What follows belongs to an exercise in optimizing a design on an open flow for small area, a short achievable clock period and few clock cycles per item; a production flow would make more cautious choices.
No functional check of the RTL was part of any run shown here.

### flow/design.v
module fir_top (
    input  wire       clk,
    input  wire       resetN,
    input  wire       sampleClk,
    input  wire [7:0] sample,
    output reg  [7:0] sum,
    output reg        dav
);
   reg [7:0] h1, h2, h3, h4, h5, h6, h7, h8;
   reg [8:0] s12, s14, s16;
   reg [9:0] m3;
   reg [19:0] t1, t2, t3;
   reg [3:0] ic;
   wire busy = ~ic[3] | ~ic[2];
   wire en = sampleClk | busy;
   wire [7:0] xin = busy ? 8'd0 : sample;
   wire s_1, c_2;
   ha us_1 (sample[0], h1[0], s_1, c_2);
   wire s_3, c_4;
   ha us_3 (sample[1], h1[1], s_3, c_4);
   wire s_5, c_6;
   ha us_5 (sample[2], h1[2], s_5, c_6);
   wire s_7, c_8;
   ha us_7 (sample[3], h1[3], s_7, c_8);
   wire s_9, c_10;
   ha us_9 (sample[4], h1[4], s_9, c_10);
   wire s_11, c_12;
   ha us_11 (sample[5], h1[5], s_11, c_12);
   wire s_13, c_14;
   ha us_13 (sample[6], h1[6], s_13, c_14);
   wire s_15, c_16;
   ha us_15 (sample[7], h1[7], s_15, c_16);
   wire s_17, c_18;
   ha us_17 (sample[7], h1[7], s_17, c_18);
   wire y_19;
   ao uy_19 (c_4, s_3, c_2, y_19);
   wire y_20;
   ao uy_20 (c_8, s_7, c_6, y_20);
   wire y_21;
   an uy_21 (s_7, s_5, y_21);
   wire y_22;
   ao uy_22 (c_12, s_11, c_10, y_22);
   wire y_23;
   an uy_23 (s_11, s_9, y_23);
   wire y_24;
   ao uy_24 (c_16, s_15, c_14, y_24);
   wire y_25;
   an uy_25 (s_15, s_13, y_25);
   wire y_26;
   ao uy_26 (c_6, s_5, y_19, y_26);
   wire y_27;
   ao uy_27 (y_20, y_21, y_19, y_27);
   wire y_28;
   ao uy_28 (c_14, s_13, y_22, y_28);
   wire y_29;
   an uy_29 (s_13, y_23, y_29);
   wire y_30;
   ao uy_30 (y_24, y_25, y_22, y_30);
   wire y_31;
   an uy_31 (y_25, y_23, y_31);
   wire y_32;
   ao uy_32 (c_10, s_9, y_27, y_32);
   wire y_33;
   ao uy_33 (y_22, y_23, y_27, y_33);
   wire y_34;
   ao uy_34 (y_28, y_29, y_27, y_34);
   wire y_35;
   ao uy_35 (y_30, y_31, y_27, y_35);
   wire y_36;
   ao uy_36 (c_18, s_17, y_35, y_36);
   wire [8:0] s12nr;
   assign s12nr[0] = ~s_1;
   xn ss12nr1 (s_3, c_2, s12nr[1]);
   xn ss12nr2 (s_5, y_19, s12nr[2]);
   xn ss12nr3 (s_7, y_26, s12nr[3]);
   xn ss12nr4 (s_9, y_27, s12nr[4]);
   xn ss12nr5 (s_11, y_32, s12nr[5]);
   xn ss12nr6 (s_13, y_33, s12nr[6]);
   xn ss12nr7 (s_15, y_34, s12nr[7]);
   xr ss12nr8 (s_17, y_35, s12nr[8]);
   wire [8:0] s12n = busy ? 9'd255 : s12nr;
   wire s_37, c_38;
   ha us_37 (sample[0], h3[0], s_37, c_38);
   wire s_39, c_40;
   ha us_39 (sample[1], h3[1], s_39, c_40);
   wire s_41, c_42;
   ha us_41 (sample[2], h3[2], s_41, c_42);
   wire s_43, c_44;
   ha us_43 (sample[3], h3[3], s_43, c_44);
   wire s_45, c_46;
   ha us_45 (sample[4], h3[4], s_45, c_46);
   wire s_47, c_48;
   ha us_47 (sample[5], h3[5], s_47, c_48);
   wire s_49, c_50;
   ha us_49 (sample[6], h3[6], s_49, c_50);
   wire s_51, c_52;
   ha us_51 (sample[7], h3[7], s_51, c_52);
   wire s_53, c_54;
   ha us_53 (sample[7], h3[7], s_53, c_54);
   wire y_55;
   ao uy_55 (c_40, s_39, c_38, y_55);
   wire y_56;
   ao uy_56 (c_44, s_43, c_42, y_56);
   wire y_57;
   an uy_57 (s_43, s_41, y_57);
   wire y_58;
   ao uy_58 (c_48, s_47, c_46, y_58);
   wire y_59;
   an uy_59 (s_47, s_45, y_59);
   wire y_60;
   ao uy_60 (c_52, s_51, c_50, y_60);
   wire y_61;
   an uy_61 (s_51, s_49, y_61);
   wire y_62;
   ao uy_62 (c_42, s_41, y_55, y_62);
   wire y_63;
   ao uy_63 (y_56, y_57, y_55, y_63);
   wire y_64;
   ao uy_64 (c_50, s_49, y_58, y_64);
   wire y_65;
   an uy_65 (s_49, y_59, y_65);
   wire y_66;
   ao uy_66 (y_60, y_61, y_58, y_66);
   wire y_67;
   an uy_67 (y_61, y_59, y_67);
   wire y_68;
   ao uy_68 (c_46, s_45, y_63, y_68);
   wire y_69;
   ao uy_69 (y_58, y_59, y_63, y_69);
   wire y_70;
   ao uy_70 (y_64, y_65, y_63, y_70);
   wire y_71;
   ao uy_71 (y_66, y_67, y_63, y_71);
   wire y_72;
   ao uy_72 (c_54, s_53, y_71, y_72);
   wire [8:0] s14nr;
   assign s14nr[0] = ~s_37;
   xn ss14nr1 (s_39, c_38, s14nr[1]);
   xn ss14nr2 (s_41, y_55, s14nr[2]);
   xn ss14nr3 (s_43, y_62, s14nr[3]);
   xn ss14nr4 (s_45, y_63, s14nr[4]);
   xn ss14nr5 (s_47, y_68, s14nr[5]);
   xn ss14nr6 (s_49, y_69, s14nr[6]);
   xn ss14nr7 (s_51, y_70, s14nr[7]);
   xr ss14nr8 (s_53, y_71, s14nr[8]);
   wire [8:0] s14n = busy ? 9'd255 : s14nr;
   wire s_73, c_74;
   ha us_73 (sample[0], h5[0], s_73, c_74);
   wire s_75, c_76;
   ha us_75 (sample[1], h5[1], s_75, c_76);
   wire s_77, c_78;
   ha us_77 (sample[2], h5[2], s_77, c_78);
   wire s_79, c_80;
   ha us_79 (sample[3], h5[3], s_79, c_80);
   wire s_81, c_82;
   ha us_81 (sample[4], h5[4], s_81, c_82);
   wire s_83, c_84;
   ha us_83 (sample[5], h5[5], s_83, c_84);
   wire s_85, c_86;
   ha us_85 (sample[6], h5[6], s_85, c_86);
   wire s_87, c_88;
   ha us_87 (sample[7], h5[7], s_87, c_88);
   wire s_89, c_90;
   ha us_89 (sample[7], h5[7], s_89, c_90);
   wire y_91;
   ao uy_91 (c_76, s_75, c_74, y_91);
   wire y_92;
   ao uy_92 (c_80, s_79, c_78, y_92);
   wire y_93;
   an uy_93 (s_79, s_77, y_93);
   wire y_94;
   ao uy_94 (c_84, s_83, c_82, y_94);
   wire y_95;
   an uy_95 (s_83, s_81, y_95);
   wire y_96;
   ao uy_96 (c_88, s_87, c_86, y_96);
   wire y_97;
   an uy_97 (s_87, s_85, y_97);
   wire y_98;
   ao uy_98 (c_78, s_77, y_91, y_98);
   wire y_99;
   ao uy_99 (y_92, y_93, y_91, y_99);
   wire y_100;
   ao uy_100 (c_86, s_85, y_94, y_100);
   wire y_101;
   an uy_101 (s_85, y_95, y_101);
   wire y_102;
   ao uy_102 (y_96, y_97, y_94, y_102);
   wire y_103;
   an uy_103 (y_97, y_95, y_103);
   wire y_104;
   ao uy_104 (c_82, s_81, y_99, y_104);
   wire y_105;
   ao uy_105 (y_94, y_95, y_99, y_105);
   wire y_106;
   ao uy_106 (y_100, y_101, y_99, y_106);
   wire y_107;
   ao uy_107 (y_102, y_103, y_99, y_107);
   wire y_108;
   ao uy_108 (c_90, s_89, y_107, y_108);
   wire [8:0] s16nr;
   assign s16nr[0] = ~s_73;
   xn ss16nr1 (s_75, c_74, s16nr[1]);
   xn ss16nr2 (s_77, y_91, s16nr[2]);
   xn ss16nr3 (s_79, y_98, s16nr[3]);
   xn ss16nr4 (s_81, y_99, s16nr[4]);
   xn ss16nr5 (s_83, y_104, s16nr[5]);
   xn ss16nr6 (s_85, y_105, s16nr[6]);
   xn ss16nr7 (s_87, y_106, s16nr[7]);
   xr ss16nr8 (s_89, y_107, s16nr[8]);
   wire [8:0] s16n = busy ? 9'd255 : s16nr;
   wire s_109, c_110;
   ha us_109 (sample[1], sample[0], s_109, c_110);
   wire s_111, c_112;
   ha us_111 (sample[2], sample[1], s_111, c_112);
   wire s_113, c_114;
   ha us_113 (sample[3], sample[2], s_113, c_114);
   wire s_115, c_116;
   ha us_115 (sample[4], sample[3], s_115, c_116);
   wire s_117, c_118;
   ha us_117 (sample[5], sample[4], s_117, c_118);
   wire s_119, c_120;
   ha us_119 (sample[6], sample[5], s_119, c_120);
   wire s_121, c_122;
   ha us_121 (sample[7], sample[6], s_121, c_122);
   wire s_123, c_124;
   ha us_123 (sample[7], sample[7], s_123, c_124);
   wire s_125, c_126;
   ha us_125 (sample[7], sample[7], s_125, c_126);
   wire y_127;
   ao uy_127 (c_114, s_113, c_112, y_127);
   wire y_128;
   an uy_128 (s_113, s_111, y_128);
   wire y_129;
   ao uy_129 (c_118, s_117, c_116, y_129);
   wire y_130;
   an uy_130 (s_117, s_115, y_130);
   wire y_131;
   ao uy_131 (c_122, s_121, c_120, y_131);
   wire y_132;
   an uy_132 (s_121, s_119, y_132);
   wire y_133;
   ao uy_133 (c_126, s_125, c_124, y_133);
   wire y_134;
   an uy_134 (s_125, s_123, y_134);
   wire y_135;
   ao uy_135 (c_112, s_111, c_110, y_135);
   wire y_136;
   ao uy_136 (y_127, y_128, c_110, y_136);
   wire y_137;
   ao uy_137 (c_120, s_119, y_129, y_137);
   wire y_138;
   an uy_138 (s_119, y_130, y_138);
   wire y_139;
   ao uy_139 (y_131, y_132, y_129, y_139);
   wire y_140;
   an uy_140 (y_132, y_130, y_140);
   wire y_141;
   ao uy_141 (c_116, s_115, y_136, y_141);
   wire y_142;
   ao uy_142 (y_129, y_130, y_136, y_142);
   wire y_143;
   ao uy_143 (y_137, y_138, y_136, y_143);
   wire y_144;
   ao uy_144 (y_139, y_140, y_136, y_144);
   wire y_145;
   ao uy_145 (c_124, s_123, y_144, y_145);
   wire y_146;
   ao uy_146 (y_133, y_134, y_144, y_146);
   wire [9:0] m3nr;
   assign m3nr[0] = ~sample[0];
   assign m3nr[1] = ~s_109;
   xn sm3nr2 (s_111, c_110, m3nr[2]);
   xn sm3nr3 (s_113, y_135, m3nr[3]);
   xn sm3nr4 (s_115, y_136, m3nr[4]);
   xn sm3nr5 (s_117, y_141, m3nr[5]);
   xn sm3nr6 (s_119, y_142, m3nr[6]);
   xn sm3nr7 (s_121, y_143, m3nr[7]);
   xn sm3nr8 (s_123, y_144, m3nr[8]);
   xr sm3nr9 (s_125, y_145, m3nr[9]);
   wire [9:0] m3n = busy ? 10'd511 : m3nr;
   wire s_147, c_148;
   fa us_147 (~s12[2], s12[0], h6[0], s_147, c_148);
   wire s_149, c_150;
   fa us_149 (~s12[3], s12[1], 1'b1, s_149, c_150);
   wire s_151, c_152;
   fa us_151 (h6[1], ~h5[0], c_148, s_151, c_152);
   wire s_153, c_154;
   fa us_153 (~s12[4], s12[2], h6[2], s_153, c_154);
   wire s_155, c_156;
   fa us_155 (~h5[1], c_150, s_153, s_155, c_156);
   wire s_157, c_158;
   fa us_157 (~s12[5], s12[3], h6[3], s_157, c_158);
   wire s_159, c_160;
   fa us_159 (~h5[2], c_154, s_157, s_159, c_160);
   wire s_161, c_162;
   fa us_161 (s12[4], s12[0], h6[4], s_161, c_162);
   wire s_163, c_164;
   fa us_163 (s12[6], h5[3], ~c_158, s_163, c_164);
   wire s_165, c_166;
   fa us_165 (s_161, c_160, ~s_163, s_165, c_166);
   wire s_167, c_168;
   fa us_167 (~s12[7], s12[5], 1'b1, s_167, c_168);
   wire s_169, c_170;
   fa us_169 (s12[1], h6[5], ~h5[4], s_169, c_170);
   wire s_171, c_172;
   fa us_171 (c_162, s_167, s_169, s_171, c_172);
   wire s_173, c_174;
   xr xs_173 (c_164, s_171, s_173);
   anb ns_173 (c_164, s_171, c_174);
   wire s_175, c_176;
   fa us_175 (s12[6], s12[2], h6[6], s_175, c_176);
   wire s_177, c_178;
   fa us_177 (s12[8], h5[5], ~c_168, s_177, c_178);
   wire s_179, c_180;
   fa us_179 (c_170, s_175, c_172, s_179, c_180);
   wire s_181, c_182;
   xr xs_181 (s_177, c_174, s_181);
   anb ns_181 (s_177, c_174, c_182);
   wire s_183, c_184;
   fa us_183 (s12[7], s12[3], 1'b1, s_183, c_184);
   wire s_185, c_186;
   fa us_185 (s12[0], h6[7], h5[6], s_185, c_186);
   wire s_187, c_188;
   fa us_187 (c_176, s_183, ~s_185, s_187, c_188);
   wire s_189, c_190;
   fa us_189 (~c_178, s_187, c_180, s_189, c_190);
   wire s_191, c_192;
   fa us_191 (s12[8], s12[4], 1'b1, s_191, c_192);
   wire s_193, c_194;
   fa us_193 (~s12[1], h5[7], c_184, s_193, c_194);
   wire s_195, c_196;
   fa us_195 (~c_186, s_191, c_188, s_195, c_196);
   wire s_197, c_198;
   ha us_197 (s_193, s_195, s_197, c_198);
   wire s_199, c_200;
   fa us_199 (s12[5], ~s12[2], c_192, s_199, c_200);
   wire s_201, c_202;
   fa us_201 (c_194, s_199, c_196, s_201, c_202);
   wire s_203, c_204;
   fa us_203 (s12[6], ~s12[3], 1'b1, s_203, c_204);
   wire s_205, c_206;
   ha us_205 (s_203, c_200, s_205, c_206);
   wire s_207, c_208;
   fa us_207 (s12[7], ~s12[4], 1'b1, s_207, c_208);
   wire s_209, c_210;
   ha us_209 (c_204, s_207, s_209, c_210);
   wire s_211, c_212;
   fa us_211 (s12[8], ~s12[5], 1'b1, s_211, c_212);
   wire s_213, c_214;
   ha us_213 (c_208, s_211, s_213, c_214);
   wire s_215, c_216;
   fa us_215 (~s12[6], c_212, 1'b1, s_215, c_216);
   wire s_217, c_218;
   xr xs_217 (s12[0], 1'b1, s_217);
   anb ns_217 (s12[0], 1'b1, c_218);
   wire s_219, c_220;
   ha us_219 (s_149, s_151, s_219, c_220);
   wire s_221, c_222;
   ha us_221 (c_152, s_155, s_221, c_222);
   wire s_223, c_224;
   ha us_223 (c_156, s_159, s_223, c_224);
   wire s_225, c_226;
   xr xs_225 (c_166, s_173, s_225);
   anb ns_225 (s_173, c_166, c_226);
   wire s_227, c_228;
   xr xs_227 (s_179, s_181, s_227);
   anb ns_227 (s_181, s_179, c_228);
   wire s_229, c_230;
   ha us_229 (c_182, s_189, s_229, c_230);
   wire s_231, c_232;
   ha us_231 (c_190, s_197, s_231, c_232);
   wire s_233, c_234;
   ha us_233 (c_198, s_201, s_233, c_234);
   wire s_235, c_236;
   ha us_235 (c_202, s_205, s_235, c_236);
   wire s_237, c_238;
   ha us_237 (c_206, s_209, s_237, c_238);
   wire s_239, c_240;
   ha us_239 (c_210, s_213, s_239, c_240);
   wire s_241, c_242;
   ha us_241 (c_214, s_215, s_241, c_242);
   wire s_243, c_244;
   xr xs_243 (s12[7], c_216, s_243);
   anb ns_243 (s12[7], c_216, c_244);
   wire y_245;
   an uy_245 (s_147, ~s12[1], y_245);
   wire y_246;
   ao uy_246 (c_222, s_221, c_220, y_246);
   wire y_247;
   an uy_247 (s_221, s_219, y_247);
   wire y_248;
   an uy_248 (s_165, c_224, y_248);
   wire y_249;
   an uy_249 (s_165, s_223, y_249);
   wire y_250;
   ao uy_250 (c_228, ~s_227, c_226, y_250);
   wire y_251;
   an uy_251 (~s_227, ~s_225, y_251);
   wire y_252;
   ao uy_252 (c_232, s_231, c_230, y_252);
   wire y_253;
   an uy_253 (s_231, s_229, y_253);
   wire y_254;
   ao uy_254 (c_236, s_235, c_234, y_254);
   wire y_255;
   an uy_255 (s_235, s_233, y_255);
   wire y_256;
   ao uy_256 (c_240, s_239, c_238, y_256);
   wire y_257;
   an uy_257 (s_239, s_237, y_257);
   wire y_258;
   ao uy_258 (c_244, ~s_243, c_242, y_258);
   wire y_259;
   an uy_259 (~s_243, s_241, y_259);
   wire y_260;
   an uy_260 (~s12[1], c_218, y_260);
   wire y_261;
   an uy_261 (y_245, c_218, y_261);
   wire y_262;
   ao uy_262 (c_224, s_223, y_246, y_262);
   wire y_263;
   an uy_263 (s_223, y_247, y_263);
   wire y_264;
   ao uy_264 (y_248, y_249, y_246, y_264);
   wire y_265;
   an uy_265 (y_249, y_247, y_265);
   wire y_266;
   ao uy_266 (c_230, s_229, y_250, y_266);
   wire y_267;
   an uy_267 (s_229, y_251, y_267);
   wire y_268;
   ao uy_268 (y_252, y_253, y_250, y_268);
   wire y_269;
   an uy_269 (y_253, y_251, y_269);
   wire y_270;
   ao uy_270 (c_238, s_237, y_254, y_270);
   wire y_271;
   an uy_271 (s_237, y_255, y_271);
   wire y_272;
   ao uy_272 (y_256, y_257, y_254, y_272);
   wire y_273;
   an uy_273 (y_257, y_255, y_273);
   wire y_274;
   an uy_274 (~s12[8], y_258, y_274);
   wire y_275;
   an uy_275 (~s12[8], y_259, y_275);
   wire y_276;
   ao uy_276 (c_220, s_219, y_261, y_276);
   wire y_277;
   ao uy_277 (y_246, y_247, y_261, y_277);
   wire y_278;
   ao uy_278 (y_262, y_263, y_261, y_278);
   wire y_279;
   ao uy_279 (y_264, y_265, y_261, y_279);
   wire y_280;
   ao uy_280 (c_234, s_233, y_268, y_280);
   wire y_281;
   an uy_281 (s_233, y_269, y_281);
   wire y_282;
   ao uy_282 (y_254, y_255, y_268, y_282);
   wire y_283;
   an uy_283 (y_255, y_269, y_283);
   wire y_284;
   ao uy_284 (y_270, y_271, y_268, y_284);
   wire y_285;
   an uy_285 (y_271, y_269, y_285);
   wire y_286;
   ao uy_286 (y_272, y_273, y_268, y_286);
   wire y_287;
   an uy_287 (y_273, y_269, y_287);
   wire y_288;
   ao uy_288 (c_226, ~s_225, y_279, y_288);
   wire y_289;
   ao uy_289 (y_250, y_251, y_279, y_289);
   wire y_290;
   ao uy_290 (y_266, y_267, y_279, y_290);
   wire y_291;
   ao uy_291 (y_268, y_269, y_279, y_291);
   wire y_292;
   ao uy_292 (y_280, y_281, y_279, y_292);
   wire y_293;
   ao uy_293 (y_282, y_283, y_279, y_293);
   wire y_294;
   ao uy_294 (y_284, y_285, y_279, y_294);
   wire y_295;
   ao uy_295 (y_286, y_287, y_279, y_295);
   wire y_296;
   ao uy_296 (c_242, s_241, y_295, y_296);
   wire y_297;
   ao uy_297 (y_258, y_259, y_295, y_297);
   wire y_298;
   ao uy_298 (y_274, y_275, y_295, y_298);
   wire [19:0] t3n;
   assign t3n[0] = 1'b1;
   assign t3n[1] = ~s_217;
   xr st3n2 (~s12[1], c_218, t3n[2]);
   xr st3n3 (s_147, y_260, t3n[3]);
   xr st3n4 (s_219, y_261, t3n[4]);
   xr st3n5 (s_221, y_276, t3n[5]);
   xr st3n6 (s_223, y_277, t3n[6]);
   xr st3n7 (s_165, y_278, t3n[7]);
   xr st3n8 (~s_225, y_279, t3n[8]);
   xr st3n9 (~s_227, y_288, t3n[9]);
   xr st3n10 (s_229, y_289, t3n[10]);
   xr st3n11 (s_231, y_290, t3n[11]);
   xr st3n12 (s_233, y_291, t3n[12]);
   xr st3n13 (s_235, y_292, t3n[13]);
   xr st3n14 (s_237, y_293, t3n[14]);
   xr st3n15 (s_239, y_294, t3n[15]);
   xr st3n16 (s_241, y_295, t3n[16]);
   xr st3n17 (~s_243, y_296, t3n[17]);
   xr st3n18 (~s12[8], y_297, t3n[18]);
   xn st3n19 (1'b0, y_298, t3n[19]);
   wire s_299, c_300;
   fa us_299 (t3[2], s14[2], s14[0], s_299, c_300);
   wire s_301, c_302;
   fa us_301 (t3[3], s14[3], s14[1], s_301, c_302);
   wire s_303, c_304;
   xr xs_303 (h6[0], c_300, s_303);
   anb ns_303 (h6[0], c_300, c_304);
   wire s_305, c_306;
   fa us_305 (t3[4], s14[4], s14[2], s_305, c_306);
   wire s_307, c_308;
   fa us_307 (s14[0], ~h6[1], c_302, s_307, c_308);
   wire s_309, c_310;
   ha us_309 (s_305, c_304, s_309, c_310);
   wire s_311, c_312;
   fa us_311 (t3[5], s14[5], s14[3], s_311, c_312);
   wire s_313, c_314;
   fa us_313 (s14[1], ~h6[2], c_306, s_313, c_314);
   wire s_315, c_316;
   fa us_315 (s_311, c_308, c_310, s_315, c_316);
   wire s_317, c_318;
   fa us_317 (t3[6], s14[6], s14[4], s_317, c_318);
   wire s_319, c_320;
   fa us_319 (s14[2], ~h6[3], c_312, s_319, c_320);
   wire s_321, c_322;
   fa us_321 (s_317, c_314, s_319, s_321, c_322);
   wire s_323, c_324;
   fa us_323 (t3[7], s14[7], s14[5], s_323, c_324);
   wire s_325, c_326;
   fa us_325 (s14[3], ~h6[4], c_318, s_325, c_326);
   wire s_327, c_328;
   fa us_327 (s_323, c_320, s_325, s_327, c_328);
   wire s_329, c_330;
   fa us_329 (t3[8], s14[8], s14[6], s_329, c_330);
   wire s_331, c_332;
   fa us_331 (~s14[4], s14[0], h6[5], s_331, c_332);
   wire s_333, c_334;
   fa us_333 (c_324, s_329, ~s_331, s_333, c_334);
   wire s_335, c_336;
   ha us_335 (c_326, s_333, s_335, c_336);
   wire s_337, c_338;
   fa us_337 (t3[9], s14[7], s14[5], s_337, c_338);
   wire s_339, c_340;
   fa us_339 (s14[1], h6[6], ~c_330, s_339, c_340);
   wire s_341, c_342;
   fa us_341 (~c_332, s_337, c_334, s_341, c_342);
   wire s_343, c_344;
   xr xs_343 (s_339, c_336, s_343);
   anb ns_343 (s_339, c_336, c_344);
   wire s_345, c_346;
   fa us_345 (t3[10], s14[8], s14[6], s_345, c_346);
   wire s_347, c_348;
   fa us_347 (~s14[2], h6[7], c_338, s_347, c_348);
   wire s_349, c_350;
   fa us_349 (s_345, ~c_340, s_347, s_349, c_350);
   wire s_351, c_352;
   ha us_351 (c_342, s_349, s_351, c_352);
   wire s_353, c_354;
   fa us_353 (t3[11], s14[7], ~s14[3], s_353, c_354);
   wire s_355, c_356;
   fa us_355 (c_346, s_353, c_348, s_355, c_356);
   wire s_357, c_358;
   ha us_357 (c_350, s_355, s_357, c_358);
   wire s_359, c_360;
   fa us_359 (t3[12], s14[8], ~s14[4], s_359, c_360);
   wire s_361, c_362;
   fa us_361 (c_354, s_359, c_356, s_361, c_362);
   wire s_363, c_364;
   fa us_363 (t3[13], ~s14[5], c_360, s_363, c_364);
   wire s_365, c_366;
   xr xs_365 (t3[14], s14[6], s_365);
   anb ns_365 (s14[6], t3[14], c_366);
   wire s_367, c_368;
   xr xs_367 (t3[15], s14[7], s_367);
   anb ns_367 (s14[7], t3[15], c_368);
   wire s_369, c_370;
   xr xs_369 (t3[16], s14[8], s_369);
   anb ns_369 (s14[8], t3[16], c_370);
   wire s_371, c_372;
   ha us_371 (t3[0], s14[0], s_371, c_372);
   wire s_373, c_374;
   ha us_373 (t3[1], s14[1], s_373, c_374);
   wire s_375, c_376;
   xr xs_375 (s_301, s_303, s_375);
   anb ns_375 (s_303, s_301, c_376);
   wire s_377, c_378;
   ha us_377 (s_307, s_309, s_377, c_378);
   wire s_379, c_380;
   ha us_379 (s_313, s_315, s_379, c_380);
   wire s_381, c_382;
   ha us_381 (c_316, s_321, s_381, c_382);
   wire s_383, c_384;
   ha us_383 (c_322, s_327, s_383, c_384);
   wire s_385, c_386;
   ha us_385 (c_328, s_335, s_385, c_386);
   wire s_387, c_388;
   xr xs_387 (s_341, s_343, s_387);
   anb ns_387 (s_343, s_341, c_388);
   wire s_389, c_390;
   ha us_389 (c_344, s_351, s_389, c_390);
   wire s_391, c_392;
   ha us_391 (c_352, s_357, s_391, c_392);
   wire s_393, c_394;
   ha us_393 (c_358, s_361, s_393, c_394);
   wire s_395, c_396;
   ha us_395 (c_362, s_363, s_395, c_396);
   wire s_397, c_398;
   xr xs_397 (c_364, s_365, s_397);
   anb ns_397 (s_365, c_364, c_398);
   wire s_399, c_400;
   xr xs_399 (c_366, s_367, s_399);
   anb ns_399 (s_367, c_366, c_400);
   wire s_401, c_402;
   xr xs_401 (c_368, s_369, s_401);
   anb ns_401 (s_369, c_368, c_402);
   wire s_403, c_404;
   ha us_403 (t3[17], c_370, s_403, c_404);
   wire y_405;
   ao uy_405 (c_374, s_373, c_372, y_405);
   wire y_406;
   an uy_406 (~s_375, s_299, y_406);
   wire y_407;
   ao uy_407 (c_380, s_379, c_378, y_407);
   wire y_408;
   an uy_408 (s_379, s_377, y_408);
   wire y_409;
   ao uy_409 (c_384, s_383, c_382, y_409);
   wire y_410;
   an uy_410 (s_383, s_381, y_410);
   wire y_411;
   ao uy_411 (c_388, ~s_387, c_386, y_411);
   wire y_412;
   an uy_412 (~s_387, s_385, y_412);
   wire y_413;
   ao uy_413 (c_392, s_391, c_390, y_413);
   wire y_414;
   an uy_414 (s_391, s_389, y_414);
   wire y_415;
   ao uy_415 (c_396, s_395, c_394, y_415);
   wire y_416;
   an uy_416 (s_395, s_393, y_416);
   wire y_417;
   ao uy_417 (c_400, ~s_399, c_398, y_417);
   wire y_418;
   an uy_418 (~s_399, ~s_397, y_418);
   wire y_419;
   ao uy_419 (c_404, s_403, c_402, y_419);
   wire y_420;
   an uy_420 (s_403, ~s_401, y_420);
   wire y_421;
   an uy_421 (t3[19], t3[18], y_421);
   wire y_422;
   an uy_422 (s_299, y_405, y_422);
   wire y_423;
   ao uy_423 (c_376, y_406, y_405, y_423);
   wire y_424;
   ao uy_424 (c_382, s_381, y_407, y_424);
   wire y_425;
   an uy_425 (s_381, y_408, y_425);
   wire y_426;
   ao uy_426 (y_409, y_410, y_407, y_426);
   wire y_427;
   an uy_427 (y_410, y_408, y_427);
   wire y_428;
   ao uy_428 (c_390, s_389, y_411, y_428);
   wire y_429;
   an uy_429 (s_389, y_412, y_429);
   wire y_430;
   ao uy_430 (y_413, y_414, y_411, y_430);
   wire y_431;
   an uy_431 (y_414, y_412, y_431);
   wire y_432;
   ao uy_432 (c_398, ~s_397, y_415, y_432);
   wire y_433;
   an uy_433 (~s_397, y_416, y_433);
   wire y_434;
   ao uy_434 (y_417, y_418, y_415, y_434);
   wire y_435;
   an uy_435 (y_418, y_416, y_435);
   wire y_436;
   an uy_436 (t3[18], y_419, y_436);
   wire y_437;
   an uy_437 (t3[18], y_420, y_437);
   wire y_438;
   an uy_438 (y_421, y_419, y_438);
   wire y_439;
   an uy_439 (y_421, y_420, y_439);
   wire y_440;
   ao uy_440 (c_378, s_377, y_423, y_440);
   wire y_441;
   ao uy_441 (y_407, y_408, y_423, y_441);
   wire y_442;
   ao uy_442 (y_424, y_425, y_423, y_442);
   wire y_443;
   ao uy_443 (y_426, y_427, y_423, y_443);
   wire y_444;
   ao uy_444 (c_394, s_393, y_430, y_444);
   wire y_445;
   an uy_445 (s_393, y_431, y_445);
   wire y_446;
   ao uy_446 (y_415, y_416, y_430, y_446);
   wire y_447;
   an uy_447 (y_416, y_431, y_447);
   wire y_448;
   ao uy_448 (y_432, y_433, y_430, y_448);
   wire y_449;
   an uy_449 (y_433, y_431, y_449);
   wire y_450;
   ao uy_450 (y_434, y_435, y_430, y_450);
   wire y_451;
   an uy_451 (y_435, y_431, y_451);
   wire y_452;
   ao uy_452 (c_386, s_385, y_443, y_452);
   wire y_453;
   ao uy_453 (y_411, y_412, y_443, y_453);
   wire y_454;
   ao uy_454 (y_428, y_429, y_443, y_454);
   wire y_455;
   ao uy_455 (y_430, y_431, y_443, y_455);
   wire y_456;
   ao uy_456 (y_444, y_445, y_443, y_456);
   wire y_457;
   ao uy_457 (y_446, y_447, y_443, y_457);
   wire y_458;
   ao uy_458 (y_448, y_449, y_443, y_458);
   wire y_459;
   ao uy_459 (y_450, y_451, y_443, y_459);
   wire y_460;
   ao uy_460 (c_402, ~s_401, y_459, y_460);
   wire y_461;
   ao uy_461 (y_419, y_420, y_459, y_461);
   wire y_462;
   ao uy_462 (y_436, y_437, y_459, y_462);
   wire y_463;
   ao uy_463 (y_438, y_439, y_459, y_463);
   wire [19:0] t2n;
   assign t2n[0] = s_371;
   xr st2n1 (s_373, c_372, t2n[1]);
   xr st2n2 (s_299, y_405, t2n[2]);
   xr st2n3 (~s_375, y_422, t2n[3]);
   xr st2n4 (s_377, y_423, t2n[4]);
   xr st2n5 (s_379, y_440, t2n[5]);
   xr st2n6 (s_381, y_441, t2n[6]);
   xr st2n7 (s_383, y_442, t2n[7]);
   xr st2n8 (s_385, y_443, t2n[8]);
   xr st2n9 (~s_387, y_452, t2n[9]);
   xr st2n10 (s_389, y_453, t2n[10]);
   xr st2n11 (s_391, y_454, t2n[11]);
   xr st2n12 (s_393, y_455, t2n[12]);
   xr st2n13 (s_395, y_456, t2n[13]);
   xr st2n14 (~s_397, y_457, t2n[14]);
   xr st2n15 (~s_399, y_458, t2n[15]);
   xr st2n16 (~s_401, y_459, t2n[16]);
   xr st2n17 (s_403, y_460, t2n[17]);
   xr st2n18 (t3[18], y_461, t2n[18]);
   xn st2n19 (t3[19], y_462, t2n[19]);
   wire s_464, c_465;
   fa us_464 (t2[2], s16[0], ~h7[2], s_464, c_465);
   wire s_466, c_467;
   fa us_466 (t2[3], s16[1], ~h7[3], s_466, c_467);
   wire s_468, c_469;
   fa us_468 (t2[4], s16[2], s16[0], s_468, c_469);
   wire s_470, c_471;
   xr xs_470 (h7[4], c_467, s_470);
   anb ns_470 (h7[4], c_467, c_471);
   wire s_472, c_473;
   fa us_472 (t2[5], s16[3], s16[1], s_472, c_473);
   wire s_474, c_475;
   fa us_474 (~h7[5], c_469, s_472, s_474, c_475);
   wire s_476, c_477;
   fa us_476 (t2[6], s16[4], s16[2], s_476, c_477);
   wire s_478, c_479;
   fa us_478 (s16[0], ~h7[6], c_473, s_478, c_479);
   wire s_480, c_481;
   fa us_480 (s_476, c_475, s_478, s_480, c_481);
   wire s_482, c_483;
   fa us_482 (t2[7], s16[5], s16[3], s_482, c_483);
   wire s_484, c_485;
   fa us_484 (s16[1], h7[7], c_477, s_484, c_485);
   wire s_486, c_487;
   fa us_486 (s_482, c_479, s_484, s_486, c_487);
   wire s_488, c_489;
   fa us_488 (t2[8], s16[6], s16[4], s_488, c_489);
   wire s_490, c_491;
   fa us_490 (s16[2], c_483, s_488, s_490, c_491);
   wire s_492, c_493;
   ha us_492 (c_485, s_490, s_492, c_493);
   wire s_494, c_495;
   fa us_494 (t2[9], s16[7], s16[5], s_494, c_495);
   wire s_496, c_497;
   fa us_496 (s16[3], c_489, s_494, s_496, c_497);
   wire s_498, c_499;
   ha us_498 (c_491, s_496, s_498, c_499);
   wire s_500, c_501;
   fa us_500 (t2[10], s16[8], s16[6], s_500, c_501);
   wire s_502, c_503;
   fa us_502 (s16[4], c_495, s_500, s_502, c_503);
   wire s_504, c_505;
   ha us_504 (c_497, s_502, s_504, c_505);
   wire s_506, c_507;
   fa us_506 (t2[11], s16[7], s16[5], s_506, c_507);
   wire s_508, c_509;
   fa us_508 (c_501, s_506, c_503, s_508, c_509);
   wire s_510, c_511;
   fa us_510 (t2[12], s16[8], s16[6], s_510, c_511);
   wire s_512, c_513;
   ha us_512 (c_507, s_510, s_512, c_513);
   wire s_514, c_515;
   fa us_514 (t2[13], s16[7], c_511, s_514, c_515);
   wire s_516, c_517;
   ha us_516 (t2[14], s16[8], s_516, c_517);
   wire s_518, c_519;
   xr xs_518 (t2[0], h7[0], s_518);
   anb ns_518 (h7[0], t2[0], c_519);
   wire s_520, c_521;
   xr xs_520 (t2[1], h7[1], s_520);
   anb ns_520 (h7[1], t2[1], c_521);
   wire s_522, c_523;
   ha us_522 (c_465, s_466, s_522, c_523);
   wire s_524, c_525;
   xr xs_524 (s_468, s_470, s_524);
   anb ns_524 (s_470, s_468, c_525);
   wire s_526, c_527;
   ha us_526 (c_471, s_474, s_526, c_527);
   wire s_528, c_529;
   ha us_528 (c_481, s_486, s_528, c_529);
   wire s_530, c_531;
   ha us_530 (c_487, s_492, s_530, c_531);
   wire s_532, c_533;
   ha us_532 (c_493, s_498, s_532, c_533);
   wire s_534, c_535;
   ha us_534 (c_499, s_504, s_534, c_535);
   wire s_536, c_537;
   ha us_536 (c_505, s_508, s_536, c_537);
   wire s_538, c_539;
   ha us_538 (c_509, s_512, s_538, c_539);
   wire s_540, c_541;
   ha us_540 (c_513, s_514, s_540, c_541);
   wire s_542, c_543;
   ha us_542 (c_515, s_516, s_542, c_543);
   wire s_544, c_545;
   ha us_544 (t2[15], c_517, s_544, c_545);
   wire y_546;
   ao uy_546 (c_521, ~s_520, c_519, y_546);
   wire y_547;
   an uy_547 (s_522, s_464, y_547);
   wire y_548;
   ao uy_548 (c_527, s_526, c_525, y_548);
   wire y_549;
   an uy_549 (s_526, ~s_524, y_549);
   wire y_550;
   an uy_550 (s_528, s_480, y_550);
   wire y_551;
   ao uy_551 (c_533, s_532, c_531, y_551);
   wire y_552;
   an uy_552 (s_532, s_530, y_552);
   wire y_553;
   ao uy_553 (c_537, s_536, c_535, y_553);
   wire y_554;
   an uy_554 (s_536, s_534, y_554);
   wire y_555;
   ao uy_555 (c_541, s_540, c_539, y_555);
   wire y_556;
   an uy_556 (s_540, s_538, y_556);
   wire y_557;
   ao uy_557 (c_545, s_544, c_543, y_557);
   wire y_558;
   an uy_558 (s_544, s_542, y_558);
   wire y_559;
   an uy_559 (t2[17], t2[16], y_559);
   wire y_560;
   an uy_560 (t2[19], t2[18], y_560);
   wire y_561;
   an uy_561 (s_464, y_546, y_561);
   wire y_562;
   ao uy_562 (c_523, y_547, y_546, y_562);
   wire y_563;
   an uy_563 (s_480, y_548, y_563);
   wire y_564;
   an uy_564 (s_480, y_549, y_564);
   wire y_565;
   ao uy_565 (c_529, y_550, y_548, y_565);
   wire y_566;
   an uy_566 (y_550, y_549, y_566);
   wire y_567;
   ao uy_567 (c_535, s_534, y_551, y_567);
   wire y_568;
   an uy_568 (s_534, y_552, y_568);
   wire y_569;
   ao uy_569 (y_553, y_554, y_551, y_569);
   wire y_570;
   an uy_570 (y_554, y_552, y_570);
   wire y_571;
   ao uy_571 (c_543, s_542, y_555, y_571);
   wire y_572;
   an uy_572 (s_542, y_556, y_572);
   wire y_573;
   ao uy_573 (y_557, y_558, y_555, y_573);
   wire y_574;
   an uy_574 (y_558, y_556, y_574);
   wire y_575;
   an uy_575 (t2[18], y_559, y_575);
   wire y_576;
   an uy_576 (y_560, y_559, y_576);
   wire y_577;
   ao uy_577 (c_525, ~s_524, y_562, y_577);
   wire y_578;
   ao uy_578 (y_548, y_549, y_562, y_578);
   wire y_579;
   ao uy_579 (y_563, y_564, y_562, y_579);
   wire y_580;
   ao uy_580 (y_565, y_566, y_562, y_580);
   wire y_581;
   ao uy_581 (c_539, s_538, y_569, y_581);
   wire y_582;
   an uy_582 (s_538, y_570, y_582);
   wire y_583;
   ao uy_583 (y_555, y_556, y_569, y_583);
   wire y_584;
   an uy_584 (y_556, y_570, y_584);
   wire y_585;
   ao uy_585 (y_571, y_572, y_569, y_585);
   wire y_586;
   an uy_586 (y_572, y_570, y_586);
   wire y_587;
   ao uy_587 (y_573, y_574, y_569, y_587);
   wire y_588;
   an uy_588 (y_574, y_570, y_588);
   wire y_589;
   ao uy_589 (c_531, s_530, y_580, y_589);
   wire y_590;
   ao uy_590 (y_551, y_552, y_580, y_590);
   wire y_591;
   ao uy_591 (y_567, y_568, y_580, y_591);
   wire y_592;
   ao uy_592 (y_569, y_570, y_580, y_592);
   wire y_593;
   ao uy_593 (y_581, y_582, y_580, y_593);
   wire y_594;
   ao uy_594 (y_583, y_584, y_580, y_594);
   wire y_595;
   ao uy_595 (y_585, y_586, y_580, y_595);
   wire y_596;
   ao uy_596 (y_587, y_588, y_580, y_596);
   wire y_597;
   an uy_597 (t2[16], y_596, y_597);
   wire y_598;
   an uy_598 (y_559, y_596, y_598);
   wire y_599;
   an uy_599 (y_575, y_596, y_599);
   wire y_600;
   an uy_600 (y_576, y_596, y_600);
   wire [19:0] t1n;
   assign t1n[0] = ~s_518;
   xr st1n1 (~s_520, c_519, t1n[1]);
   xr st1n2 (s_464, y_546, t1n[2]);
   xr st1n3 (s_522, y_561, t1n[3]);
   xr st1n4 (~s_524, y_562, t1n[4]);
   xr st1n5 (s_526, y_577, t1n[5]);
   xr st1n6 (s_480, y_578, t1n[6]);
   xr st1n7 (s_528, y_579, t1n[7]);
   xr st1n8 (s_530, y_580, t1n[8]);
   xr st1n9 (s_532, y_589, t1n[9]);
   xr st1n10 (s_534, y_590, t1n[10]);
   xr st1n11 (s_536, y_591, t1n[11]);
   xr st1n12 (s_538, y_592, t1n[12]);
   xr st1n13 (s_540, y_593, t1n[13]);
   xr st1n14 (s_542, y_594, t1n[14]);
   xr st1n15 (s_544, y_595, t1n[15]);
   xr st1n16 (t2[16], y_596, t1n[16]);
   xr st1n17 (t2[17], y_597, t1n[17]);
   xr st1n18 (t2[18], y_598, t1n[18]);
   xn st1n19 (t2[19], y_599, t1n[19]);
   wire s_601, c_602;
   fa us_601 (t1[3], m3[0], ~h1[3], s_601, c_602);
   wire s_603, c_604;
   fa us_603 (t1[4], m3[1], ~h1[4], s_603, c_604);
   wire s_605, c_606;
   fa us_605 (t1[5], m3[2], ~h1[5], s_605, c_606);
   wire s_607, c_608;
   fa us_607 (t1[6], m3[3], ~h1[6], s_607, c_608);
   wire s_609, c_610;
   fa us_609 (t1[7], m3[4], h1[7], s_609, c_610);
   wire s_611, c_612;
   ha us_611 (t1[8], m3[5], s_611, c_612);
   wire s_613, c_614;
   ha us_613 (t1[9], m3[6], s_613, c_614);
   wire s_615, c_616;
   ha us_615 (t1[10], m3[7], s_615, c_616);
   wire s_617, c_618;
   ha us_617 (t1[11], m3[8], s_617, c_618);
   wire s_619, c_620;
   ha us_619 (t1[12], m3[9], s_619, c_620);
   wire s_621, c_622;
   xr xs_621 (t1[0], h1[0], s_621);
   anb ns_621 (h1[0], t1[0], c_622);
   wire s_623, c_624;
   xr xs_623 (t1[1], h1[1], s_623);
   anb ns_623 (h1[1], t1[1], c_624);
   wire s_625, c_626;
   xr xs_625 (t1[2], h1[2], s_625);
   anb ns_625 (h1[2], t1[2], c_626);
   wire s_627, c_628;
   ha us_627 (c_602, s_603, s_627, c_628);
   wire s_629, c_630;
   ha us_629 (c_604, s_605, s_629, c_630);
   wire s_631, c_632;
   ha us_631 (c_606, s_607, s_631, c_632);
   wire s_633, c_634;
   ha us_633 (c_608, s_609, s_633, c_634);
   wire s_635, c_636;
   ha us_635 (c_610, s_611, s_635, c_636);
   wire s_637, c_638;
   ha us_637 (c_612, s_613, s_637, c_638);
   wire s_639, c_640;
   ha us_639 (c_614, s_615, s_639, c_640);
   wire y_641;
   ao uy_641 (c_624, ~s_623, c_622, y_641);
   wire y_642;
   an uy_642 (s_601, c_626, y_642);
   wire y_643;
   an uy_643 (s_601, ~s_625, y_643);
   wire y_644;
   ao uy_644 (c_630, s_629, c_628, y_644);
   wire y_645;
   an uy_645 (s_629, s_627, y_645);
   wire y_646;
   ao uy_646 (c_634, s_633, c_632, y_646);
   wire y_647;
   an uy_647 (s_633, s_631, y_647);
   wire y_648;
   ao uy_648 (c_638, s_637, c_636, y_648);
   wire y_649;
   an uy_649 (s_637, s_635, y_649);
   wire y_650;
   ao uy_650 (c_626, ~s_625, y_641, y_650);
   wire y_651;
   ao uy_651 (y_642, y_643, y_641, y_651);
   wire y_652;
   ao uy_652 (c_632, s_631, y_644, y_652);
   wire y_653;
   an uy_653 (s_631, y_645, y_653);
   wire y_654;
   ao uy_654 (y_646, y_647, y_644, y_654);
   wire y_655;
   an uy_655 (y_647, y_645, y_655);
   wire y_656;
   ao uy_656 (c_640, s_639, y_648, y_656);
   wire y_657;
   an uy_657 (s_639, y_649, y_657);
   wire y_658;
   ao uy_658 (c_628, s_627, y_651, y_658);
   wire y_659;
   ao uy_659 (y_644, y_645, y_651, y_659);
   wire y_660;
   ao uy_660 (y_652, y_653, y_651, y_660);
   wire y_661;
   ao uy_661 (y_654, y_655, y_651, y_661);
   wire y_662;
   ao uy_662 (c_636, s_635, y_661, y_662);
   wire y_663;
   ao uy_663 (y_648, y_649, y_661, y_663);
   wire y_664;
   ao uy_664 (y_656, y_657, y_661, y_664);
   wire [11:0] rl;
   assign rl[0] = ~s_621;
   xr srl1 (~s_623, c_622, rl[1]);
   xr srl2 (~s_625, y_641, rl[2]);
   xr srl3 (s_601, y_650, rl[3]);
   xr srl4 (s_627, y_651, rl[4]);
   xr srl5 (s_629, y_658, rl[5]);
   xr srl6 (s_631, y_659, rl[6]);
   xr srl7 (s_633, y_660, rl[7]);
   xr srl8 (s_635, y_661, rl[8]);
   xr srl9 (s_637, y_662, rl[9]);
   xr srl10 (s_639, y_663, rl[10]);
   xr srl11 (1'b0, y_664, rl[11]);
   wire s_665, c_666;
   ha us_665 (c_616, s_617, s_665, c_666);
   wire s_667, c_668;
   ha us_667 (c_618, s_619, s_667, c_668);
   wire s_669, c_670;
   ha us_669 (t1[13], c_620, s_669, c_670);
   wire y_671;
   ao uy_671 (c_668, s_667, c_666, y_671);
   wire y_672;
   an uy_672 (t1[14], c_670, y_672);
   wire y_673;
   an uy_673 (t1[14], s_669, y_673);
   wire y_674;
   an uy_674 (t1[16], t1[15], y_674);
   wire y_675;
   an uy_675 (t1[18], t1[17], y_675);
   wire y_676;
   ao uy_676 (c_670, s_669, y_671, y_676);
   wire y_677;
   ao uy_677 (y_672, y_673, y_671, y_677);
   wire y_678;
   an uy_678 (t1[17], y_674, y_678);
   wire y_679;
   an uy_679 (y_675, y_674, y_679);
   wire y_680;
   an uy_680 (t1[15], y_677, y_680);
   wire y_681;
   an uy_681 (y_674, y_677, y_681);
   wire y_682;
   an uy_682 (y_678, y_677, y_682);
   wire y_683;
   an uy_683 (y_679, y_677, y_683);
   wire y_684;
   an uy_684 (t1[19], y_683, y_684);
   wire [8:0] q;
   assign q[0] = s_665;
   xr sq1 (s_667, c_666, q[1]);
   xr sq2 (s_669, y_671, q[2]);
   xr sq3 (t1[14], y_676, q[3]);
   xr sq4 (t1[15], y_677, q[4]);
   xr sq5 (t1[16], y_680, q[5]);
   xr sq6 (t1[17], y_681, q[6]);
   xr sq7 (t1[18], y_682, q[7]);
   xr sq8 (t1[19], y_683, q[8]);
   wire c11 = rl[11];
   wire s_685, c_686;
   ha us_685 (rl[3], sample[0], s_685, c_686);
   wire s_687, c_688;
   ha us_687 (rl[4], sample[1], s_687, c_688);
   wire s_689, c_690;
   ha us_689 (rl[5], sample[2], s_689, c_690);
   wire s_691, c_692;
   ha us_691 (rl[6], sample[3], s_691, c_692);
   wire s_693, c_694;
   ha us_693 (rl[7], sample[4], s_693, c_694);
   wire s_695, c_696;
   ha us_695 (rl[8], sample[5], s_695, c_696);
   wire s_697, c_698;
   ha us_697 (rl[9], sample[6], s_697, c_698);
   wire y_699;
   ao uy_699 (c_688, s_687, c_686, y_699);
   wire y_700;
   ao uy_700 (c_692, s_691, c_690, y_700);
   wire y_701;
   an uy_701 (s_691, s_689, y_701);
   wire y_702;
   ao uy_702 (c_696, s_695, c_694, y_702);
   wire y_703;
   an uy_703 (s_695, s_693, y_703);
   wire y_704;
   ao uy_704 (c_690, s_689, y_699, y_704);
   wire y_705;
   ao uy_705 (y_700, y_701, y_699, y_705);
   wire y_706;
   ao uy_706 (c_698, s_697, y_702, y_706);
   wire y_707;
   an uy_707 (s_697, y_703, y_707);
   wire y_708;
   ao uy_708 (c_694, s_693, y_705, y_708);
   wire y_709;
   ao uy_709 (y_702, y_703, y_705, y_709);
   wire y_710;
   ao uy_710 (y_706, y_707, y_705, y_710);
   wire c7 = y_710;
   wire [7:0] v1 = q[7:0] + 8'd1;
   wire [7:0] v2 = q[7:0] + 8'd2;
   wire signed [8:0] qs = q;
   wire [5:0] sp = {qs >= 9'sd126, qs >= 9'sd127, qs >= 9'sd127, qs >= 9'sd128, qs >= 9'sd128, qs >= 9'sd129};
   wire [5:0] sn = {qs < -9'sd130, qs < -9'sd129, qs < -9'sd129, qs < -9'sd128, qs < -9'sd128, qs < -9'sd127};
   wire nx7 = ~sample[7];
   wire [2:0] mz = {1'b0, c11, 1'b0} + rl[10] + nx7;
   wire [2:0] mo = mz + 3'd1;
   wire [7:0] out0, out1, sumNext;
   outz uo0 (mz, q[7:0], v1, v2, sp, sn, out0);
   outz uo1 (mo, q[7:0], v1, v2, sp, sn, out1);
   mux8 uom (c7, out0, out1, sumNext);
   always @(posedge clk, negedge resetN)
     if (!resetN) begin
        ic <= 4'd0;
        dav <= 1'b0;
     end else begin
        if (busy) ic <= ic + 4'd1;
        dav <= sampleClk & ~busy;
     end
   always @(posedge clk) begin
      sum <= sumNext;
      if (en) begin
         t1 <= t1n; t2 <= t2n; t3 <= t3n;
         s12 <= s12n; s14 <= s14n; s16 <= s16n;
         m3 <= m3n;
         h1 <= xin; h2 <= h1; h3 <= h2; h4 <= h3;
         h5 <= h4; h6 <= h5; h7 <= h6; h8 <= h7;
      end
   end
endmodule
module fa (input a, input b, input c, output s, output co);
   assign s = a ^ b ^ c;
   assign co = (a & b) | (a & c) | (b & c);
endmodule
module ha (input a, input b, output s, output co);
   assign s = a ^ b;
   assign co = a & b;
endmodule
module xr (input a, input b, output y);
   assign y = a ^ b;
endmodule
module xn (input a, input b, output y);
   assign y = ~(a ^ b);
endmodule
module nr (input a, input b, output y);
   assign y = ~(a | b);
endmodule
module anb (input a, input b, output y);
   assign y = ~a & b;
endmodule
module an (input a, input b, output y);
   assign y = a & b;
endmodule
module ao (input g, input p, input gl, output y);
   assign y = g | (p & gl);
endmodule
module outc (input c7, input r7, input x7, input c11, input [39:0] v,
             input [3:0] sp, input [3:0] sn, output [7:0] o);
   wire a10 = r7 ^ x7 ^ c7;
   wire c8 = (r7 & x7) | (r7 & c7) | (x7 & c7);
   wire [3:0] k;
   assign k[0] = ~c11 & ~c8 & x7;
   assign k[1] = (~c11 & ~c8 & ~x7) | (~c11 & c8 & x7) | (c11 & ~c8 & x7);
   assign k[2] = (~c11 & c8 & ~x7) | (c11 & ~c8 & ~x7) | (c11 & c8 & x7);
   assign k[3] = c11 & c8 & ~x7;
   wire [7:0] w0 = sp[0] ? 8'h7f : sn[0] ? 8'h80 : a10 ? v[15:8] : v[7:0];
   wire [7:0] w1 = sp[1] ? 8'h7f : sn[1] ? 8'h80 : a10 ? v[23:16] : v[15:8];
   wire [7:0] w2 = sp[2] ? 8'h7f : sn[2] ? 8'h80 : a10 ? v[31:24] : v[23:16];
   wire [7:0] w3 = sp[3] ? 8'h7f : sn[3] ? 8'h80 : a10 ? v[39:32] : v[31:24];
   assign o = ({8{k[0]}} & w0) | ({8{k[1]}} & w1) | ({8{k[2]}} & w2) | ({8{k[3]}} & w3);
endmodule
module outz (input [2:0] m, input [7:0] v0, input [7:0] v1, input [7:0] v2,
             input [5:0] sp, input [5:0] sn, output [7:0] o);
   wire [7:0] v = m[2] ? v2 : m[1] ? v1 : v0;
   assign o = sp[m] ? 8'h7f : sn[m] ? 8'h80 : v;
endmodule
module mux8 (input s, input [7:0] a, input [7:0] b, output [7:0] y);
   assign y = s ? b : a;
endmodule
### flow/run.sh
#!/bin/bash
# synth_recipe.tcl (not shown) runs the flow's synth.tcl, then flattens the netlist and writes it again
# the make line also repeats each setting of config.mk as NAME=value (left out here)
make -C /OpenROAD-flow-scripts/flow DESIGN_CONFIG=/design/flow/config.mk WORK_HOME=/design/flow/orfs CLKGATE_MAP_FILE= SYNTH_SCRIPT=/design/flow/synth_recipe.tcl finish
### flow/config.mk
export PLATFORM = sky130hd
export DESIGN_NAME = fir_top
export DESIGN_NICKNAME = fir_top
export VERILOG_FILES = /design/flow/design.v
export SDC_FILE = /design/flow/constraint.sdc
export NUM_CORES = 4
export LEC_CHECK = 0
export CAP_MARGIN = 20
export CORE_MARGIN = 2
export CORE_UTILIZATION = 40
export SETUP_SLACK_MARGIN = 5
export SLEW_MARGIN = 20
export SYNTH_HIERARCHICAL = 1
### flow/constraint.sdc
create_clock -name core_clock -period 10.0 [get_ports {clk}]
set_input_delay 2.0000 -clock core_clock [delete_from_list [all_inputs] [get_ports {clk}]]
set_output_delay 2.0000 -clock core_clock [all_outputs]
set_load 0.01 [all_outputs]
==> results of run 1 <==
## per-stage QoR
step                setup WS (ps)  utilization  hold slack [ps]  instance area (um^2)
global placement             4360        0.429              401                 13600
finish                       5220        0.450              419                 14200
floorplan                    5600            -              400                 13000
CTS                          5040        0.448              423                 14200
detailed placement           4320        0.429              405                 13600
global route                 5030        0.450              428                 14200
## Yosys cell counts, types with 3 or more instances
library cell and n:
inv_1 69, ha_1 112, and3_1 12, buf_6 5
xnor2_1 41, and2_1 110, xor2_1 98, mux2i_1 16
a21o_1 166, a31oi_1 4, dfrtp_1 5, buf_2 6
dfxtp_1 8, nor2_1 17, nor2b_1 3, nand2_1 14
o221a_1 12, nand3_1 4, nand2b_1 30, nor2b_4 23
fa_1 83, a21oi_1 3, mux2_4 8, mux4_2 4
nand4_1 3, edfxtp_1 152
## layout make-up
class	instances	area (um^2)
fillers	2875	17400
multi-input cells	798	7760
flip-flops and latches	165	4850
well taps	402	503
clock buffers	19	433
inverters	69	263
repair buffers	25	248
clock inverters	13	165
## logic make-up (layout without fill, tap and decap cells)
logic type,Yosys count,after routing,synth area share
and+or+nand+nor,223,223,0.116
AOI/OAI and AO/OA,198,198,0.118
adders and majority gates,195,195,0.237
DFF,165,165,0.375
xor gates and xnor gates,139,139,0.0943
buffers and inverters,83,126,0.0279
muxes,30,30,0.0304
other,2,13,0.000581
## worst max-delay path, stage by stage
cell	delay (ps)
clkdlybuf4s50_1	450
buf_4	200
inv_1	100
ha_2	400
inv_1	150
fa_1	580
clkinvlp_4	130
mux4_2	400
a211oi_1	250
o221ai_1	150
mux2_4	270
## routing by layer
metal,GRT usage,up-vias,wire [um]
met5,0,-,0
met4,0.0381,0,261
met3,0.0236,18,562
met2,0.279,73,12500
met1,0.205,3726,11700
li1,-,3687,-
## cell usage in the layout, fill, tap and decap left out, types with 2 or more instances in the layout
cell type,n
a211oi_1,2
a21o_1,166
a21oi_1,3
a311oi_1,2
a31oi_1,4
and2_1,110
and3_1,12
buf_4,5
bufinv_16,2
clkbuf_1,2
clkbuf_16,17
clkdlybuf4s50_1,19
clkinvlp_4,3
conb_1,13
dfrtp_1,5
dfxtp_1,8
edfxtp_1,152
fa_1,83
ha_1,111
inv_1,65
inv_2,3
inv_6,4
inv_8,3
mux2_2,2
mux2_4,8
mux2i_1,16
mux4_2,4
nand2_1,14
nand2b_1,29
nand3_1,4
nand4_1,3
nor2_1,17
nor2b_1,3
nor2b_4,23
o221a_1,12
o221ai_1,2
o22a_1,2
xnor2_1,41
xor2_1,98
## per-module statistics from Yosys, one instance, submodules excluded
module | cells | area (um^2) | flip-flops and latches | copies in the design
fir_top | 341 | 5850 | 165 | 1
mux8 | 9 | 131 | 0 | 1
ao | 1 | 7.51 | 0 | 166
outz | 37 | 318 | 0 | 2
an | 1 | 6.26 | 0 | 109
anb | 1 | 13.8 | 0 | 23
xr | 1 | 8.76 | 0 | 96
ha | 1 | 12.5 | 0 | 104
xn | 1 | 8.76 | 0 | 31
fa | 1 | 20.0 | 0 | 82
## path summary, 6_finish.rpt
path	endpoint	start	cells past startpoint	slack, ps
worst max register to register	sum[7]	h1[5]	16	5270
worst max-delay path	sum[7]	sample[7]	11	5220
max in group asynchronous	ic[2]	resetN	1	8010
min in group asynchronous	dav	resetN	1	1790
worst min register to register	h3[1]	h2[1]	0	420
worst min-delay path	h3[1]	h2[1]	0	420
## repair_timing
item | CTS | global route
setup buffers | 1 | 1
cloned | 0 | 0
setup endpoints to repair | 8 | 8
gates resized for setup | 1 | 7
pin swaps | 0 | 0
## state kept, by name (all words and copies together) (netlist names)
signal / flops
h6: 8
s12: 9
h7: 8
sum: 8
s16: 9
dav: 1
h3: 8
h5: 8
m3: 10
t2: 20
t1: 20
s14: 9
h2: 8
h1: 8
ic: 4
h4: 8
t3: 19
==> results.txt, run 1 <==
- Pin placement for this block handled 20 I/O pins.
- The die is 184 um tall.
- The growth of design area from synthesis to finish is 10.1%.
- The number of slew-limit violations in the final report is 0.
- After detailed routing, the total wire length is between 20 and 30 mm.
- The total number of placement rows is 65.
- The endpoint kind of the worst setup timing path is a flop.
- The proportion of netlist area held by the largest area contributor is 0.353.
- The H-tree was split into 4 levels.
- The first global-routing pass estimated 41.1 mm of wire.
- For this configuration, the core starts out at a cell density of 0.408.
- For the worst-skew pair, the clock arrives at the later sink with an insertion delay of 440 ps.
- The routed layout has around 7500 vias.
- In this run the worst hold path is classified as reg2reg.
- The global-route usage over all layers is 0.158.
- The netlist uses 44 different library cells.
- The wire-length estimate of the detail-placed layout is 19.6 mm.
- The area of the die is 33700 um^2.
- The via count of the first global-routing pass is 7803.
- For the worst setup path, the data required time is just over 10000 ps.
- The total setup violations reported at the end of the flow is 0.
- The clock arrives with 13.6 ps of skew.
- The critical path in this run is classified as in2reg.
- Port buffering added 19 buffers.
- The total number of clock tree sinks is 165.
- After global routing the overflow that remains totals 0.
- Entering global routing, the biggest net connects 82 pins.
- The initial antenna violation count came to 0.
- Adding up every negative setup slack in the final design gives 0 ps.
- The average routed wire per standard cell is 16.8 um.
- The die is 184 um wide.
- Dividing the detail-routed via count by the number of cells gives 5.03.
- In this run the standard cell core region covers approximately 32000 um^2.
- The filler-free cell count of the finished design is between 1000 and 1500.
- The first-iteration detailed-routing DRC count is 306.
- The hold violation count in the final report is 0.
- STA puts the critical path data arrival time at 5100 ps.
- For this run, the register share of the synthesized area comes to 0.375.
- The largest total area in the synthesized netlist belongs to edfxtp_1.
- The number of warnings printed during yosys synthesis is 7.
- Setup repair after global routing left no endpoint under its margin.
- Of all nets on the critical path, the largest fanout is 12.
- The dominant synthesized flop cell is edfxtp_1.
- The maximum clock frequency is 0.209 GHz.
- The cell area that synthesis handed to floorplanning was 12900 um^2.
- The DRC violation count after routing is 0.
- The clock-pin slew of the registers on the worst-case setup and hold paths is 80 ps.
- Counting every instance in the synthesized netlist gives about 1000.
- In this run, post-CTS hold repair placed 0 buffers.
- The final layout contains 1282 nets.
- CTS placed an instance of clkbuf_16 at the clock tree root.
- For this run, the detailed router's first-pass iteration total came to 5.
- The number of synthesized flops with an enable pin is approximately 150.
- The shortest clock period the worst path allows after layout is 4780 ps.
- After synthesis, the share of flip-flops with an asynchronous set or reset is 0.0303.
- At the pin with the least slew margin, the transition time is 916 ps.
- The final clock period utilization by the worst path is 0.478.
- Including well taps, the total number of placed cells is 1456.
- The average instance in the mapped netlist occupies 12.5 um^2.
- The critical path launch point type is an input port.
- The TritonCTS clock tree is done.
- Max-cap violations in this run came to 0.
- The repair_antennas step left the layout with diodes totalling 0.
- Routability-driven placement finished with a final weighted congestion of 0.782.
- The number of synthesized register bits is 165.
- Buffers inserted during clock tree synthesis total 17.
- The fraction of final layout cells sized beyond drive strength 1 is 0.0799.
- The number of buffers on the longest clock path is 2.
- Measured against its own limit, the worst slew margin works out to 0.390.
- The detail route stage leaves a number of antenna-violating nets equal to 0.
- The flow ran to the end and the layout has no timing, DRC or antenna violations.
- Ranked by total cell area, the synthesized netlist is headed by edfxtp_1, fa_1, ha_1, a21o_1, xor2_1.
==> run 2, diff against run 1 <==
==> flow/flow/run.sh (new file) <==
#!/bin/bash
# The standard layout (the standard.sh, ORFS from synthesis to the final
# layout) with timing repair aiming at a tighter setup margin than the flow
# settings allow; ORFS writes each tool's log under orfs/logs, and make's own
# output goes to flow_make.log here.
set -euo pipefail
bash standard.sh SETUP_SLACK_MARGIN=7 finish > flow_make.log 2>&1
==> flow/standard.sh (new file) <==
#!/bin/bash
# synth_recipe.tcl (not shown) runs the flow's synth.tcl, then flattens the netlist and writes it again
# the make line also repeats each setting of config.mk as NAME=value (left out here)
make -C /OpenROAD-flow-scripts/flow DESIGN_CONFIG=/design/flow/config.mk WORK_HOME=/design/flow/orfs CLKGATE_MAP_FILE= SYNTH_SCRIPT=/design/flow/synth_recipe.tcl "${@:-finish}"
--- a/flow/config.mk
+++ b/flow/config.mk
@@ -8,6 +8,5 @@
 export CAP_MARGIN = 20
 export CORE_MARGIN = 2
 export CORE_UTILIZATION = 40
-export SETUP_SLACK_MARGIN = 5
 export SLEW_MARGIN = 20
 export SYNTH_HIERARCHICAL = 1
removed: flow/run.sh
==> results.txt, run 2 <==
- The aggregate global routing overflow came to 0 (unchanged).
- The biggest area consumer among synthesized cells is edfxtp_1.
- The worst endpoint required time was 10390 ps (+60 ps).
- The relative slew slack is 0.469 (+0.0789).
- The pin count of the biggest net entering global routing is 38 (-54%).
- The final clock period utilization by the worst path is 0.423 (-0.0543).
- Yosys instantiated no cell more often than a21o_1.
- The sequential-to-total area share from yosys stat is 0.375 (unchanged).
- The number of slew-limit violations in the final report was 0 (unchanged).
- The initial core utilization was 0.408 (unchanged).
- The number of synthesized flops with an enable pin came to 152 (unchanged).
- The placer's final routability congestion estimate came to 0.772 (-1.3%).
- The clock-pin slew of the registers on the worst-case setup and hold paths is 80 ps (about the same).
- The average routed wire per standard cell is 17.3 um (+3.1%).
- The total setup violations reported at the end of the flow was 0 (unchanged).
- The most common cell after layout, fill and taps aside is a21o_1.
- The critical path in this run is classified as reg2reg.
- The width of the die is 184 um (unchanged).
- The cell area after synthesis is 12900 um^2 (unchanged).
- The number of CTS-inserted buffers is 17 (unchanged).
- The hold violation count in the final report is 0 (unchanged).
- Setup repair after global routing could not meet its margin everywhere.
- The smallest hold slack is 423 ps (+3.36 ps).
- The H-tree depth is 4 (unchanged).
- The largest incremental delay on the critical path came to 520 ps (-60 ps).
- The number of synthesized register bits is 165 (unchanged).
- The count of input and output buffers is 19 (unchanged).
- The area growth from synthesis to layout is 26.8%.
- The first-pass iteration count of the detailed router is 4 (-1).
- The sum of negative setup slack is 0 ps (unchanged).
- Traced cell by cell, the critical path runs through inv_2 > fa_1 > ha_4 > and2_1 > and2_1 > a21o_1 > a21o_1 > xor2_2 > ha_4 > inv_6 > fa_1 > inv_4 > buf_6 > mux4_2 > buf_6 > a311oi_2 > o22a_1 > mux2_4.
- The average footprint of a synthesized cell came to 12.5 um^2 (unchanged).
- The max-cap check violation count is 0 (unchanged).
- The area of the die is 33700 um^2 (unchanged).
- The clock tree root driver cell is clkbuf_16.
- The setup skew after layout was 15.9 ps (+2.36 ps).
- The height of the chip is 184 um (unchanged).
- The worst-path maximum fanout came to 5 (-7).
- The fraction of final layout cells sized beyond drive strength 1 is 0.299 (+0.219).
- The number of buffers on the longest clock path came to 2 (unchanged).
- The maximum clock frequency is 0.236 GHz (+13%).
- Yosys attributes the largest share of cell area to edfxtp_1, fa_1, ha_1, a21o_1, xor2_1.
- The endpoint kind of the worst setup timing path is a flop.
- The core outline area is 31600 um^2 (unchanged).
- The critical path arrival is 4620 ps (-480 ps).
- In the synthesized netlist, the cells that appear most often are a21o_1, edfxtp_1, ha_1.
- The post-synthesis async set-or-reset flop share is 0.0303 (unchanged).
- The post-placement cell area is 14000 um^2 (+3.4%).
- The clock network latency to the later pin of the worst-skew pair was 450 ps (about the same).
- The post-DP HPWL is 19.6 mm (+0.20%).
- The top cell types in the final layout, fill and taps aside, are a21o_1, edfxtp_1, buf_4.
- The worst slack at placement is 4690 ps (+366 ps).
- The path type of the worst min-delay path is reg2reg.
- The total number of clock tree sinks is 165 (unchanged).
- The TritonCTS clock tree is done.
- The first-iteration detailed-routing DRC count was 337 (+10%).
- The via count of the first global-routing pass came to 8403 (+7.7%).
- The setup slack of the critical path after layout is 5770 ps (+543 ps).
- The number of routed nets with antenna violations is 0 (unchanged).
- The unique cell type count in the Yosys netlist came to 44 (unchanged).
- The gate count of the mapped netlist came to 1035 (unchanged).
- The cell family with the largest share of critical-path delay is adder cells.
- The DRC violation count after routing was 0 (unchanged).
- The dominant synthesized flop cell is edfxtp_1.
- The flow ran to the end and the layout has no timing, DRC or antenna violations.
- The proportion of netlist area held by the largest area contributor came to 0.353 (unchanged).
- The total number of placement rows is 65 (unchanged).
- The detailed-route via count is 8040 (+7.1%).
run 2: cell counts after synthesis:
Identical to the previous run, type by type.
run 2: stage by stage:
stage	util	instances
after floorplan	-	1046
after global placement	0.444	1457
after detailed placement	0.444	1457
after CTS	0.503	1579
after global routing	0.518	1612
final	0.518	1612
run 2: logic make-up after synthesis:
| family | after synthesis | share of synthesized area |
|---|---|---|
| AND/OR/NAND/NOR | 223 | 0.116 |
| AO/OA/AOI/OAI | 198 | 0.118 |
| adder cells (fa/ha/maj) | 195 | 0.237 |
| flip-flops | 165 | 0.375 |
| XOR/XNOR | 139 | 0.0943 |
| buffers and inverters | 83 | 0.0279 |
| multiplexers | 30 | 0.0304 |
| other | 2 | 0.000581 |
run 2: metal layers:
| layer | vias to the layer above | track usage | routed length (um) |
|---|---|---|---|
| met5 | - | 0 | 0 |
| met4 | 0 | 0.0451 | 362 |
| met3 | 22 | 0.0267 | 794 |
| met2 | 94 | 0.307 | 14000 |
| met1 | 4000 | 0.226 | 12700 |
| li1 | 3924 | - | - |
run 2: layout make-up:
| cell class | instances | area (um^2) |
|---|---|---|
| timing repair buffer | 145 | 1380 |
| clock buffer | 17 | 425 |
| multi-input combinational | 799 | 8750 |
| clock inverter | 15 | 191 |
| sequential | 165 | 4850 |
| inverter | 69 | 275 |
| fill | 2648 | 15300 |
| tap | 402 | 503 |
run 2: final timing paths:
| path | start | to | slack, ps | depth (start not counted) |
|---|---|---|---|---|
| min in group asynchronous | resetN | ic[0] | 1770 | 1 |
| max reg2reg | h1[5] | sum[6] | 5770 | 18 |
| max | h1[5] | sum[6] | 5770 | 18 |
| max in group asynchronous | resetN | ic[3] | 8030 | 1 |
| min reg2reg | h2[1] | h3[1] | 420 | 0 |
| min | h2[1] | h3[1] | 420 | 0 |
run 2: modules after synthesis, one instance, submodules excluded:
| module | cells inside | cell area (um^2) |
|---|---|---|
| ao | 1 | 7.51 |
| xr | 1 | 8.76 |
| fa | 1 | 20.0 |
| outz | 37 | 318 |
| anb | 1 | 13.8 |
| an | 1 | 6.26 |
| xn | 1 | 8.76 |
| fir_top | 341 | 5850 |
| mux8 | 9 | 131 |
| ha | 1 | 12.5 |
run 2: timing repair:
item / in CTS / in global routing
gates resized for setup: 169 / 59
pin swaps: 53 / 49
gates cloned: 5 / 0
setup buffers: 85 / 33
setup endpoints to repair: 219 / 71
hold buffers: 0 / 0
run 2: worst register-to-register path, cell delays in order, from the launching register on:
cell      delay (ps)
edfxtp_1         410
inv_2            140
fa_1             470
ha_4             240
and2_1           170
and2_1           130
a21o_1           200
a21o_1           180
xor2_2           160
ha_4             300
inv_6             30
fa_1             520
inv_4             50
buf_6            110
mux4_2           370
buf_6            160
a311oi_2         230
o22a_1           160
mux2_4           130

[re-timing with driven ports]
The results above use ideal ports. As a check the final layouts listed here were re-extracted and re-timed, cells and wires unchanged. Step 1 assumes that a clkbuf_16 drives the clock port and a buf_2 every other input. Step 2 also shifts input and output timing later by t, the mid clock arrival at the registers, as if the neighbouring blocks saw the same clock. a / b / c = ideal ports / drivers / drivers and shift; a / b = the first two.
run	shift t [ns]	setup WS [ns]	worst data-port slew with drivers (ns)
run 1	0.478	5.225 / 5.251 / 4.773	0.03
run 2	0.487	5.768 / 5.768 / 5.619	0.06
After both steps setup and hold are still met in every run listed. The setup slack of run 1, which loses most, moves by +0.026 ns with the drivers and by -0.452 ns with both steps.
